Background: an optimization exercise with open tools, aiming at small area and a short achievable clock period. Do not read the settings as production practice. At most, simulation tests tie the RTL to the original design; equivalence was not proved. Power figures rest on the tool's default switching activity, not on a simulated workload.

the reference run:
// DSP
module DSP(A,B,C,D,CLK,CARRYIN,OPMODE,BCIN,RSTA,RSTB,RSTM,RSTP,RSTC,RSTD,RSTCARRYIN,RSTOPMODE,
          CEA,CEB,CEM,CEP,CEC,CED,CECARRYIN,CEOPMODE,PCIN,BCOUT,PCOUT,P,M,CARRYOUT,CARRYOUTF);
==> flow/config.mk <==
export PLATFORM = sky130hd
export DESIGN_NAME = DSP
export DESIGN_NICKNAME = DSP
export VERILOG_FILES = /design/flow/design.v
export SDC_FILE = /design/flow/constraint.sdc
export NUM_CORES = 4
export LEC_CHECK = 0
export CAP_MARGIN = 20
export CORE_MARGIN = 2
export CORE_UTILIZATION = 55
export SETUP_SLACK_MARGIN = 4.0
export SLEW_MARGIN = 20
export SYNTH_HIERARCHICAL = 1
export SYNTH_MINIMUM_KEEP_SIZE = 0
==> flow/constraint.sdc <==
create_clock -name core_clock -period 8.0 [get_ports {CLK}]
set_input_delay 1.6000 -clock core_clock [delete_from_list [all_inputs] [get_ports {CLK}]]
set_output_delay 1.6000 -clock core_clock [all_outputs]
set_load 0.01 [all_outputs]
standard.sh (not shown) runs the stock make flow with config.mk's settings and CLKGATE_MAP_FILE= SYNTH_SCRIPT=/design/flow/synth_recipe.tcl, a recipe that flattens the netlist after the stock synthesis.
==> flow/flow/run.sh <==
#!/bin/bash
# Standard layout with two changes: the port buffers are plain buf_1 cells
# instead of the default delay buffers, and ABC maps for a lighter load, so
# that it picks the smaller cell sizes and leaves sizing to the resizer.
export BUFFER_PORTS_ARGS="-buffer_cell sky130_fd_sc_hd__buf_1"
bash standard.sh ABC_LOAD_IN_FF=1 finish > standard.log 2>&1
[inputs] the trial run vs the reference run
--- a/flow/design.v
+++ b/flow/design.v
@@ -8,14 +8,13 @@
     output CARRYOUT,CARRYOUTF;
     output [17:0] BCOUT;
     output [35:0] M;
     output [47:0] P,PCOUT;
     reg [17:0] D_r, A_r, B_r;
     reg [47:0] C_r, P_r;
-    reg [7:4]  OP_r;
-    reg [2:0]  XS_r, ZS_r;
+    reg [7:0]  OP_r;
     reg        CYI_r, CYO_r;
     reg        A_z, C_z, M_z;    
     reg [34:0] MS_r;    
     reg [26:0] MC_r;    
     wire [17:0] Dx = D_r ^ {18{OP_r[6]}};
     wire pa_gn0_0;
@@ -2022,15 +2021,27 @@
     assign ma_s_25 = ma_p_26 ^ ma_g5_25;
     assign ma_s_26 = ma_p_27 ^ ma_g5_26;
     assign ma_s_27 = ma_p_28 ^ ma_g5_27;
     wire [35:0] msum = {ma_s_27, ma_s_26, ma_s_25, ma_s_24, ma_s_23, ma_s_22, ma_s_21, ma_s_20, ma_s_19, ma_s_18, ma_s_17, ma_s_16, ma_s_15, ma_s_14, ma_s_13, ma_s_12, ma_s_11, ma_s_10, ma_s_9, ma_s_8, ma_s_7, ma_s_6, ma_s_5, ma_s_4, ma_s_3, ma_s_2, ma_s_1, ma_s_0, MS_r[7], MS_r[6], MS_r[5], MS_r[4], MS_r[3], MS_r[2], MS_r[1], MS_r[0]};
     assign mprod = ~msum;
     assign M = mprod;
-    wire [47:0] X = ({48{XS_r[0]}} & {{12{mprod[35]}}, mprod}) | ({48{XS_r[1]}} & P_r) |
-                    ({48{XS_r[2]}} & {D_r[11:0], (A_r & {18{~A_z}}), B_r});
-    wire [47:0] Z = ({48{ZS_r[0]}} & PCIN) | ({48{ZS_r[1]}} & P_r) | ({48{ZS_r[2]}} & (C_r & {48{~C_z}}));
+    reg [47:0] X, Z;
+    always @(*) begin
+        case (OP_r[1:0])
+        2'd0: X = 48'd0;
+        2'd1: X = {{12{mprod[35]}}, mprod};
+        2'd2: X = P_r;
+        default: X = {D_r[11:0], (A_r & {18{~A_z}}), B_r};
+        endcase
+        case (OP_r[3:2])
+        2'd0: Z = 48'd0;
+        2'd1: Z = PCIN;
+        2'd2: Z = P_r;
+        default: Z = (C_r & {48{~C_z}});
+        endcase
+    end
     wire sub = OP_r[7];
     wire [47:0] Zs = Z ^ {48{sub}};
     wire pp_gn0_0;
     wire pp_gn0_1;
     wire pp_tn0_1;
     wire pp_p_1;
@@ -2842,18 +2853,13 @@
     wire [47:0] psum = {pp_s_47, pp_s_46, pp_s_45, pp_s_44, pp_s_43, pp_s_42, pp_s_41, pp_s_40, pp_s_39, pp_s_38, pp_s_37, pp_s_36, pp_s_35, pp_s_34, pp_s_33, pp_s_32, pp_s_31, pp_s_30, pp_s_29, pp_s_28, pp_s_27, pp_s_26, pp_s_25, pp_s_24, pp_s_23, pp_s_22, pp_s_21, pp_s_20, pp_s_19, pp_s_18, pp_s_17, pp_s_16, pp_s_15, pp_s_14, pp_s_13, pp_s_12, pp_s_11, pp_s_10, pp_s_9, pp_s_8, pp_s_7, pp_s_6, pp_s_5, pp_s_4, pp_s_3, pp_s_2, pp_s_1, pp_s_0};
     wire cout = pp_g7_48;
     always @(posedge CLK) begin
         if (RSTD) D_r <= 18'd0; else if (CED) D_r <= D;
         if (RSTC) C_z <= 1'b1; else if (CEC) C_z <= 1'b0;
         if (CEC) C_r <= C;
-        if (RSTOPMODE) begin OP_r <= 4'd0; XS_r <= 3'd0; ZS_r <= 3'd0; end
-        else if (CEOPMODE) begin
-            OP_r <= OPMODE[7:4];
-            XS_r <= {OPMODE[1:0] == 2'd3, OPMODE[1:0] == 2'd2, OPMODE[1:0] == 2'd1};
-            ZS_r <= {OPMODE[3:2] == 2'd3, OPMODE[3:2] == 2'd2, OPMODE[3:2] == 2'd1};
-        end
+        if (RSTOPMODE) OP_r <= 8'd0; else if (CEOPMODE) OP_r <= OPMODE;
         if (RSTA) A_z <= 1'b1; else if (CEA) A_z <= 1'b0;
         if (CEA) A_r <= A;
         if (RSTB) B_r <= 18'd0; else if (CEB) B_r <= B_n;
         if (RSTM | (CEM & A_z)) begin MS_r <= {35{1'b1}}; MC_r <= {27{1'b1}}; end
         else if (CEM) begin MS_r <= row0; MC_r <= row1; end
         if (RSTCARRYIN) begin CYI_r <= 1'b0; CYO_r <= 1'b0; end
- When the trial run is set beside the reference run, its flip-flop and latch count turns out to be 2 smaller.
- NOTE combinational power the reference run->the trial run increased by a few percent
- Going from the reference run to the trial run, die area has increased; total via count after detailed routing roughly the same; simple-gate share of the synthesized area decreased 0.29 points; detailed placer's ending HPWL now sits lower; non-clock inverter total of the final layout shows an increase of 76%.
- The flow did not stop early for the trial run: all stages ran, and the layout cleared the timing, design-rule and antenna checks.
- The trial run vs. the reference run: wire length went down by about 1%.
- | clock buffer count in the final layout | lower: the trial run |
The RTL of the reference run was laid out without a check of its function.


Another version of the RTL of DSP (not shown whole).
For scale: ~2,900 cells after synthesis, ~24,000 µm² of cells after synthesis.
export LEC_CHECK = 0
export CAP_MARGIN = 20
export CORE_MARGIN = 2
export CORE_UTILIZATION = 55
export SETUP_SLACK_MARGIN = 4.1
export SLEW_MARGIN = 20
export SYNTH_HIERARCHICAL = 1
export SYNTH_MINIMUM_KEEP_SIZE = 0
create_clock -name core_clock -period 8.0 [get_ports {CLK}]
==> flow/flow/run.sh <==
#!/bin/bash
# Standard layout with two changes: the port buffers are plain buf_1 cells
# instead of the default delay buffers, and ABC maps for a lighter load, so
# that it picks the smaller cell sizes and leaves sizing to the resizer.
export BUFFER_PORTS_ARGS="-buffer_cell sky130_fd_sc_hd__buf_1"
bash standard.sh ABC_LOAD_IN_FF=0.2 finish > standard.log 2>&1
Rerun with:
--- a/flow/design.v
+++ b/flow/design.v
@@ -1913,72 +1913,18 @@
     assign ma_s_20 = ~(MS_r[28] ^ ma_g5_19);
     assign ma_s_21 = ~(MS_r[29] ^ ma_g5_20);
     assign ma_s_22 = ~(MS_r[30] ^ ma_g5_21);
     assign ma_s_23 = ~(MS_r[31] ^ ma_g5_22);
     assign ma_s_24 = ~(MS_r[32] ^ ma_g5_23);
     assign ma_s_25 = ~(MS_r[33] ^ ma_g5_24);
     assign ma_s_26 = ~(MS_r[34] ^ ma_g5_25);
     assign ma_s_27 = ~(1'b0 ^ ma_g5_26);
-    wire mport_9;
-    dsp_xor u_mport9 (.a(MS_r[9]), .b(MC_r[0]), .y(mport_9));
-    wire mport_10;
-    dsp_xnor u_mport10 (.a(MS_r[10]), .b(ma_g1_1), .y(mport_10));
-    wire mport_11;
-    dsp_xor u_mport11 (.a(MS_r[11]), .b(ma_g2_2), .y(mport_11));
-    wire mport_12;
-    dsp_xor u_mport12 (.a(MS_r[12]), .b(ma_g2_3), .y(mport_12));
-    wire mport_13;
-    dsp_xnor u_mport13 (.a(MS_r[13]), .b(ma_g3_4), .y(mport_13));
-    wire mport_14;
-    dsp_xnor u_mport14 (.a(MS_r[14]), .b(ma_g3_5), .y(mport_14));
-    wire mport_15;
-    dsp_xnor u_mport15 (.a(MS_r[15]), .b(ma_g3_6), .y(mport_15));
-    wire mport_16;
-    dsp_xnor u_mport16 (.a(MS_r[16]), .b(ma_g3_7), .y(mport_16));
-    wire mport_17;
-    dsp_xor u_mport17 (.a(MS_r[17]), .b(ma_g4_8), .y(mport_17));
-    wire mport_18;
-    dsp_xor u_mport18 (.a(MS_r[18]), .b(ma_g4_9), .y(mport_18));
-    wire mport_19;
-    dsp_xor u_mport19 (.a(MS_r[19]), .b(ma_g4_10), .y(mport_19));
-    wire mport_20;
-    dsp_xor u_mport20 (.a(MS_r[20]), .b(ma_g4_11), .y(mport_20));
-    wire mport_21;
-    dsp_xor u_mport21 (.a(MS_r[21]), .b(ma_g4_12), .y(mport_21));
-    wire mport_22;
-    dsp_xor u_mport22 (.a(MS_r[22]), .b(ma_g4_13), .y(mport_22));
-    wire mport_23;
-    dsp_xor u_mport23 (.a(MS_r[23]), .b(ma_g4_14), .y(mport_23));
-    wire mport_24;
-    dsp_xor u_mport24 (.a(MS_r[24]), .b(ma_g4_15), .y(mport_24));
-    wire mport_25;
-    dsp_xnor u_mport25 (.a(MS_r[25]), .b(ma_g5_16), .y(mport_25));
-    wire mport_26;
-    dsp_xnor u_mport26 (.a(MS_r[26]), .b(ma_g5_17), .y(mport_26));
-    wire mport_27;
-    dsp_xnor u_mport27 (.a(MS_r[27]), .b(ma_g5_18), .y(mport_27));
-    wire mport_28;
-    dsp_xnor u_mport28 (.a(MS_r[28]), .b(ma_g5_19), .y(mport_28));
-    wire mport_29;
-    dsp_xnor u_mport29 (.a(MS_r[29]), .b(ma_g5_20), .y(mport_29));
-    wire mport_30;
-    dsp_xnor u_mport30 (.a(MS_r[30]), .b(ma_g5_21), .y(mport_30));
-    wire mport_31;
-    dsp_xnor u_mport31 (.a(MS_r[31]), .b(ma_g5_22), .y(mport_31));
-    wire mport_32;
-    dsp_xnor u_mport32 (.a(MS_r[32]), .b(ma_g5_23), .y(mport_32));
-    wire mport_33;
-    dsp_xnor u_mport33 (.a(MS_r[33]), .b(ma_g5_24), .y(mport_33));
-    wire mport_34;
-    dsp_xnor u_mport34 (.a(MS_r[34]), .b(ma_g5_25), .y(mport_34));
-    wire mport_35;
-    dsp_xnor u_mport35 (.a(1'b0), .b(ma_g5_26), .y(mport_35));
     assign mprod = {ma_s_27, ma_s_26, ma_s_25, ma_s_24, ma_s_23, ma_s_22, ma_s_21, ma_s_20, ma_s_19, ma_s_18, ma_s_17, ma_s_16, ma_s_15, ma_s_14, ma_s_13, ma_s_12, ma_s_11, ma_s_10, ma_s_9, ma_s_8, ma_s_7, ma_s_6, ma_s_5, ma_s_4, ma_s_3, ma_s_2, ma_s_1, MS_r[8], MS_r[7], MS_r[6], MS_r[5], MS_r[4], MS_r[3], MS_r[2], MS_r[1], MS_r[0]};
-    assign M = {mport_35, mport_34, mport_33, mport_32, mport_31, mport_30, mport_29, mport_28, mport_27, mport_26, mport_25, mport_24, mport_23, mport_22, mport_21, mport_20, mport_19, mport_18, mport_17, mport_16, mport_15, mport_14, mport_13, mport_12, mport_11, mport_10, mport_9, MS_r[8], MS_r[7], MS_r[6], MS_r[5], MS_r[4], MS_r[3], MS_r[2], MS_r[1], MS_r[0]};
+    assign M = mprod;
     reg [47:0] X, Zr;
     always @(*) begin
         case (OP_r[1:0])
         2'd0: X = 48'd0;
         2'd1: X = {{12{mprod[35]}}, mprod};
         2'd2: X = P_r;
         default: X = {D_r[11:0], A_r, B_r};
         endcase
Result:
- The new run ran to the end with no violations
- worst hold slack is about the same
- setup slack got worse by 0.17 ns
- area after synthesis drops slightly
- wire length drops by a few percent
- sequential power hardly moves
- clock skew drops by 0.013 ns
- non-clock buffer count climbs by 6
Function was not checked in any run of this note: the RTL went through the layout flow alone.

-- afterwards: timing with drivers on the ports --
Ports are ideal in the flow. The routed layouts listed here were re-timed in OpenROAD.
Step 1: set_driving_cell puts a clkbuf_16 on CLK and a buf_2 on each other input, an assumption about the parent block.
Step 2 moves the port delays by t, midway between the first and last clock arrival at a register: inputs arrive t later, outputs are due t later. That takes back most of the time a late clock gives input paths.
Slacks: ideal / step 1 / step 2; pairs: ideal / step 1.
run | t, ns | slack for setup (ns) | worst setup path at the end
the reference run | 0.665 | 4.009 / 3.948 / 3.520 | input to register
the trial run | 0.635 | 4.067 / 4.011 / 3.563 | input to register
the first run of note 2 | 0.644 | 4.046 / 4.046 / 3.704 | input to register
the second run of note 2 | 0.625 | 3.878 / 3.878 / 3.727 | input to register
After both steps every run listed still meets setup and hold. For the trial run, which loses most, drivers alone change the setup slack by -0.056 ns; drivers and shift together by -0.504 ns.
